Background: an optimization exercise with open tools, aiming at small area. Do not read the settings as production practice.
In this exercise RTL edits were held to simulation tests only and were not proved equivalent to the original.
No activity file was given, so power comes from the tool's default toggle rates.

==> pepper <==
// top_coldstorage
module top_coldstorage(clk, rst_n, led_fan, led_hum, sda_lcd_in, sda_lcd_oe, scl_lcd, rx, tx);
clock: 10.0 ns
lec_check: 0
abc_area: 1
cap_margin: 20
core_margin: 2
core_utilization: 80
cts_buf_list: sky130_fd_sc_hd__clkbuf_8
place_density: 0.85
slew_margin: 20
run.sh (not shown) runs the stock make flow with config.mk's settings and CLKGATE_MAP_FILE= SYNTH_SCRIPT=/design/flow/synth_recipe.tcl, a recipe that flattens the netlist after the stock synthesis.
==> garnet (differences from pepper) <==
==> flow/flow/run.sh (new file) <==
#!/bin/bash
# Own layout flow: the standard flow (standard.sh: the standard synthesis,
# floorplan, power grid, placement, CTS, routing and finish) with two changes:
#  * the synthesis maps the combinational logic with an area-only ABC script
#    (abc_area.script beside this file, used through a copy of ORFS's scripts
#    folder; flip-flops are mapped by Yosys before ABC runs, so the registers,
#    their names and cell types are those of the standard synthesis);
#  * clock-tree synthesis runs without dummy loads.
# Each tool's output goes to flow_standard.log in the work folder.
set -euo pipefail
cd "$(dirname "$0")/.."
rm -rf scripts_area
cp -r "$FLOW_HOME/scripts" scripts_area
cp flow/abc_area.script scripts_area/abc_area.script
bash standard.sh \
  "SCRIPTS_DIR=$PWD/scripts_area" \
  "CTS_ARGS=-sink_clustering_enable -repair_clock_nets -dont_use_dummy_load -buf_list sky130_fd_sc_hd__clkbuf_8" \
  finish > flow_standard.log 2>&1
==> flow/flow/abc_area.script (new file) <==
strash
dch -f
amap
topo
==> flow/standard.sh (new file) <==
#!/bin/bash
# synth_recipe.tcl (not shown) runs the flow's synth.tcl, then flattens the netlist and writes it again
# the make line also repeats each setting of config.mk as NAME=value (left out here)
make -C /OpenROAD-flow-scripts/flow DESIGN_CONFIG=/design/flow/config.mk WORK_HOME=/design/flow/orfs CLKGATE_MAP_FILE= SYNTH_SCRIPT=/design/flow/synth_recipe.tcl "${@:-finish}"
removed: flow/run.sh
==> fjord (differences from pepper) <==
==> flow/flow/run.sh (new file) <==
#!/bin/bash
# Own layout flow: the standard flow (standard.sh: the standard synthesis,
# floorplan, power grid, placement, CTS, routing and finish) with two changes:
#  * the synthesis maps the combinational logic with an area-only ABC script
#    (abc_area.script beside this file, used through a copy of ORFS's scripts
#    folder; flip-flops are mapped by Yosys before ABC runs, so the registers,
#    their names and cell types are those of the standard synthesis);
#  * clock-tree synthesis runs without dummy loads.
# Each tool's output goes to flow_standard.log in the work folder.
set -euo pipefail
cd "$(dirname "$0")/.."
rm -rf scripts_area
cp -r "$FLOW_HOME/scripts" scripts_area
cp flow/abc_area.script scripts_area/abc_area.script
bash standard.sh \
  "SCRIPTS_DIR=$PWD/scripts_area" \
  "CTS_ARGS=-sink_clustering_enable -repair_clock_nets -dont_use_dummy_load -buf_list sky130_fd_sc_hd__clkbuf_8 -sink_clustering_size 30 -sink_clustering_max_diameter 80" \
  finish > flow_standard.log 2>&1
==> flow/flow/abc_area.script (new file) <==
strash
dch -f
amap
topo
==> flow/standard.sh (new file) <==
#!/bin/bash
# synth_recipe.tcl (not shown) runs the flow's synth.tcl, then flattens the netlist and writes it again
# the make line also repeats each setting of config.mk as NAME=value (left out here)
make -C /OpenROAD-flow-scripts/flow DESIGN_CONFIG=/design/flow/config.mk WORK_HOME=/design/flow/orfs CLKGATE_MAP_FILE= SYNTH_SCRIPT=/design/flow/synth_recipe.tcl "${@:-finish}"
removed: flow/run.sh
==> run notes <==
Total nets after synthesis: fjord 929; garnet 929; pepper 1186
Power drawn by the sequential cells: fjord 0.799 mW; garnet 0.799 mW; pepper 0.829 mW
Cell leakage power: fjord 3.365 nW; garnet 3.365 nW; pepper 4.559 nW
Delay of the slowest cell on the worst path: fjord 550 ps; garnet 550 ps; pepper 530 ps
Logic power comb: fjord 0.0493 mW; garnet 0.0493 mW; pepper 0.143 mW
Cell-internal power: fjord 0.9532 mW; garnet 0.9532 mW; pepper 1.020 mW
Cell area after technology mapping: fjord 8521 um^2; garnet 8521 um^2; pepper 9210 um^2
Share of the clock period used by the worst path after layout: fjord 36.76%; garnet 36.76%; pepper 36.33%
Core Box Area: fjord 10320 um^2; garnet 10320 um^2; pepper 11320 um^2
Critical Path Slowest Stage Cell: fjord clkdlybuf4s50_1; garnet clkdlybuf4s50_1; pepper dfstp_2
Run status: fjord complete, no violations; garnet complete, no violations; pepper complete, no violations
Most frequent cell after synthesis: fjord nor2_1; garnet nor2_1; pepper nand2_1
Met1 demand-to-capacity share in global routing: fjord 46.49%; garnet 46.49%; pepper 51.28%
Ratio of cells with drive above 1 in the final layout: fjord 6.781%; garnet 6.781%; pepper 9.291%
Number of detailed-route iterations in the first pass: fjord 12; garnet 12; pepper 6
Die area: fjord 11490 um^2; garnet 11490 um^2; pepper 12390 um^2
Non-clock inverters: fjord 125; garnet 125; pepper 202
Endpoint of the worst hold-timing path: fjord rcc[3]$_DFF_P_; garnet rcc[3]$_DFF_P_; pepper tcc[1]$_DFF_P_


==> inputs of violet <==
Another version of the RTL of top_coldstorage (not shown whole).
make LEC_CHECK=0 ABC_AREA=1 CAP_MARGIN=20 CORE_MARGIN=2 CORE_UTILIZATION=40 SLEW_MARGIN=20 finish   # period 10.0 ns
Stock flow here: none of the scripts above is used.
==> ember (differences from violet) <==
Settings changed: ABC_AREA 1 to unset.
==> run notes <==
Share of the final layout cell area in multi-input gates: violet 46.3%; ember 48.9%
Seq/Total Area, Yosys: violet 41.1%; ember 42.7%
Non-clock buffers: violet 11; ember 15
Syn avg cell area: violet 7.63 um2; ember 9.06 um2
Stage delay of the slowest cell on the critical path: violet 0.53 ns; ember 0.84 ns
Setup CP Type: violet flip-flop to output port; ember flip-flop to flip-flop
Amount of wire on met2 after detailed routing: violet 12.6 mm; ember 11.6 mm
Fmax: violet 0.277 GHz; ember 0.269 GHz
Area share of the largest cell type after synthesis: violet 27.9%; ember 29.0%
Time the worst path needs with I/O delays and setup: violet 3.61 ns; ember 3.71 ns
Internal Pwr Total: violet 0.00148 W; ember 0.00120 W
Area share of xor/xnor cells in the synthesized design: violet 2.72%; ember 5.98%
Result of the run: violet complete, no violations; ember complete, no violations
Combinational Power Share: violet 26.1%; ember 0.9%
Post-synthesis instance area: violet 12500 um2; ember 12000 um2
Mux share of post-synthesis cell area: violet 0.261%; ember 1.65%
Average routed wire per standard cell: violet 13.1 um; ember 15.0 um
Die boundary height: violet 181 um; ember 177 um
Post-Layout Inst Area: violet 13500 um2; ember 13000 um2
Synthesized instance count: violet 1636; ember 1326
First-pass GRT wire length: violet 46.1 mm; ember 44.4 mm
Tapcell Cnt: violet 396; ember 390
First DRT Iteration DRCs: violet 666; ember 852
Simple logic cell fraction of the synthesized area: violet 28.7%; ember 22.0%
Final net count: violet 1700; ember 1351

[separate check: timing with driven ports]
The results above use ideal ports. As a check the final layouts listed here were re-extracted and re-timed, cells and wires unchanged.
Step 1: set_driving_cell puts a clkbuf_16 on clk and a buf_2 on each other input, an assumption about the parent block.
Step 2 moves the port delays by t, midway between the first and last clock arrival at a register: inputs arrive t later, outputs are due t later. That takes back most of the time a late clock gives input paths.
Three values: ideal, step 1, step 2; two values: the first two.
run | shift t [ns] | setup slack, ns | hold slack, ns | worst data-port slew with drivers (ns)
pepper | 0.487 | 6.367 / 6.330 / 6.771 | 0.438 / 0.438 / 0.438 | 0.03
garnet | 0.483 | 6.324 / 6.286 / 6.491 | 0.429 / 0.429 / 0.429 | 0.03
fjord | 0.483 | 6.324 / 6.286 / 6.491 | 0.429 / 0.429 / 0.429 | 0.03
violet | 0.485 | 6.394 / 6.345 / 6.487 | 0.454 / 0.454 / 0.454 | 0.04
ember | 0.480 | 6.286 / 6.286 / 6.286 | 0.455 / 0.455 / 0.455 | 0.05
After both steps every run listed still meets setup and hold. The worst setup slack also covers recovery checks on asynchronous resets.
